From an optimization exercise on the open Yosys and OpenROAD flow, aimed at small area; shortcuts taken in it are not production practice.
Function was checked by simulation only, so behaviour that the tests miss may differ from the original.

## before
Design calc_mvd_cost, start of the top module:
module calc_mvd_cost (
    input                       ap_clk,
    input                       ap_rst,
    input                       ap_start,
    input                       ap_ce,
    output logic                ap_done,
    output logic                ap_ready,
    output logic                ap_idle,
    input        [31:0]         x,
    input        [31:0]         y,
    input        [31:0]         mv_shift,
    input        [15:0]         mv_cand_0,
    input        [15:0]         mv_cand_1,
    input        [15:0]         mv_cand_2,
    input        [15:0]         mv_cand_3,
    output logic [63:0]         bitcost,
    output logic                bitcost_ap_vld,
    input        [63:0]         lambda_sqrt_integer_int64,
    input        [63:0]         lambda_sqrt_decimal_int64,
    output logic [63:0]         mvd_cost_int64,
    output logic                mvd_cost_int64_ap_vld
);
Size in the first run: about 2200 cells after synthesis, roughly 300 flip-flops, about 430 I/O pins.
export LEC_CHECK = 0
export CAP_MARGIN = 20
export CORE_MARGIN = 2
export CORE_UTILIZATION = 50
export CTS_CLUSTER_DIAMETER = 100
export CTS_CLUSTER_SIZE = 24
export PLACE_DENSITY = 0.7
export SLEW_MARGIN = 20
create_clock -name core_clock -period 9.0 [get_ports {ap_clk}]
standard.sh (not shown) runs the stock make flow with config.mk's settings and CLKGATE_MAP_FILE= SYNTH_SCRIPT=/design/flow/synth_recipe.tcl, a recipe that flattens the netlist after the stock synthesis.
==> flow/flow/run.sh <==
#!/bin/bash
set -euo pipefail
work=$(pwd)
mkdir -p custom
# ORFS's synth.tcl, with the ABC script swapped after the preamble sets it
sed 's|^source \$::env(SCRIPTS_DIR)/synth_preamble.tcl$|&\nset abc_args [lreplace $abc_args 1 1 '"$work"'/flow/abc_area_timing.script]|' \
    "$FLOW_HOME/scripts/synth.tcl" > custom/synth.tcl
grep -q abc_area_timing custom/synth.tcl
sed 's|^source \$::env(SCRIPTS_DIR)/synth.tcl$|source '"$work"'/custom/synth.tcl|' synth_recipe.tcl > custom/synth_recipe.tcl
grep -q custom/synth.tcl custom/synth_recipe.tcl
bash standard.sh SYNTH_SCRIPT="$work/custom/synth_recipe.tcl" SYNTH_ARGS=-noabc \
    "BUFFER_PORTS_ARGS=-buffer_cell sky130_fd_sc_hd__buf_1" finish > standard_flow.log 2>&1
==> flow/flow/abc_area_timing.script <==
&get -n
&st
&dch
&nf -R 1000
&put
buffer -c
topo
stime -c
upsize -c
dnsize -c
[inputs] after vs before
--- a/flow/design.v
+++ b/flow/design.v
@@ -15,36 +15,28 @@
     input        [15:0]         mv_cand_3,
     output logic [63:0]         bitcost,
     output logic                bitcost_ap_vld,
     input        [63:0]         lambda_sqrt_integer_int64,
     input        [63:0]         lambda_sqrt_decimal_int64,
     output logic [63:0]         mvd_cost_int64,
     output logic                mvd_cost_int64_ap_vld
 );
     logic        shift_big;
     assign shift_big = |mv_shift[31:5];
     function automatic logic [17:0] shift_axis(input logic [31:0] v, input logic [4:0] s,
                                                input logic big);
-        logic [31:0] u, w;
-        logic [3:0]  a, b;
+        logic [31:0] u;
         logic [15:0] lo;
         logic        f0, f1;
-        a = 4'b0001 << s[1:0];
-        b = 4'b0001 << s[3:2];
-        for (int i = 0; i < 32; i++)
-            w[i] = (a[0] & v[i]) | (a[1] & (i >= 1 ? v[i - 1] : 1'b0)) |
-                   (a[2] & (i >= 2 ? v[i - 2] : 1'b0)) | (a[3] & (i >= 3 ? v[i - 3] : 1'b0));
-        for (int i = 0; i < 32; i++)
-            u[i] = (b[0] & w[i]) | (b[1] & (i >= 4 ? w[i - 4] : 1'b0)) |
-                   (b[2] & (i >= 8 ? w[i - 8] : 1'b0)) | (b[3] & (i >= 12 ? w[i - 12] : 1'b0));
+        u  = v << s[3:0];
         lo = (s[4] | big) ? 16'd0 : u[15:0];
         f0 = big | (s[4] ? (u[15:0] == 16'h0000) : (u[31:16] == 16'h0000));
         f1 = ~big & (s[4] ? (u[15:0] == 16'hFFFF) : (u[31:16] == 16'hFFFF));
         shift_axis = {f1, f0, lo};
     endfunction
     function automatic logic [4:0] comp_class(input logic [17:0] xa, input logic [15:0] c);
         logic [16:0] t;
         logic [7:0]  rh, ih;
         logic        cl, ch;
         logic [15:0] d;
         logic [15:0] a;
         logic        sgn, sml, one;
==> comparison <==
after: no failed stages, no open violations at the end. before → after: worst setup slack after layout decreased by 0.021 ns relative to the old numbers, total wire length closely matched the old numbers, number of inserted filler cells in the final layout increased by 2.8% relative to the old numbers, number of clock-tree buffers in the layout closely matched the old numbers.

==> what the ideal ports hide <==
In the flow no input, the clock included, has a driving cell. The finished layouts below were timed again as built, in two steps. Step 1 (the two cells are an assumption about what drives the block):
set clk [get_ports {ap_clk}]
set_driving_cell -lib_cell sky130_fd_sc_hd__clkbuf_16 $clk
set_driving_cell -lib_cell sky130_fd_sc_hd__buf_2 [delete_from_list [all_inputs] $clk]
Step 2, shift: input delay + t, output delay - t, t = (earliest + latest rising clock arrival at the registers) / 2. This alone moves slack from input paths to output paths. a / b / c = ideal ports / drivers / drivers and shift; a / b = the first two.
| run | t, ns | setup WS [ns] | worst setup path at the end | worst slew at a driven data input, ns |
|---|---|---|---|---|
| before | 0.567 | 0.555 / 0.555 / 0.114 | input to register | 0.09 |
| after | 0.563 | 0.534 / 0.534 / 0.069 | input to register | 0.07 |
After both steps setup and hold are still met in every run listed. For after, which loses most, drivers alone change the setup slack by 0.000 ns; drivers and shift together by -0.465 ns.
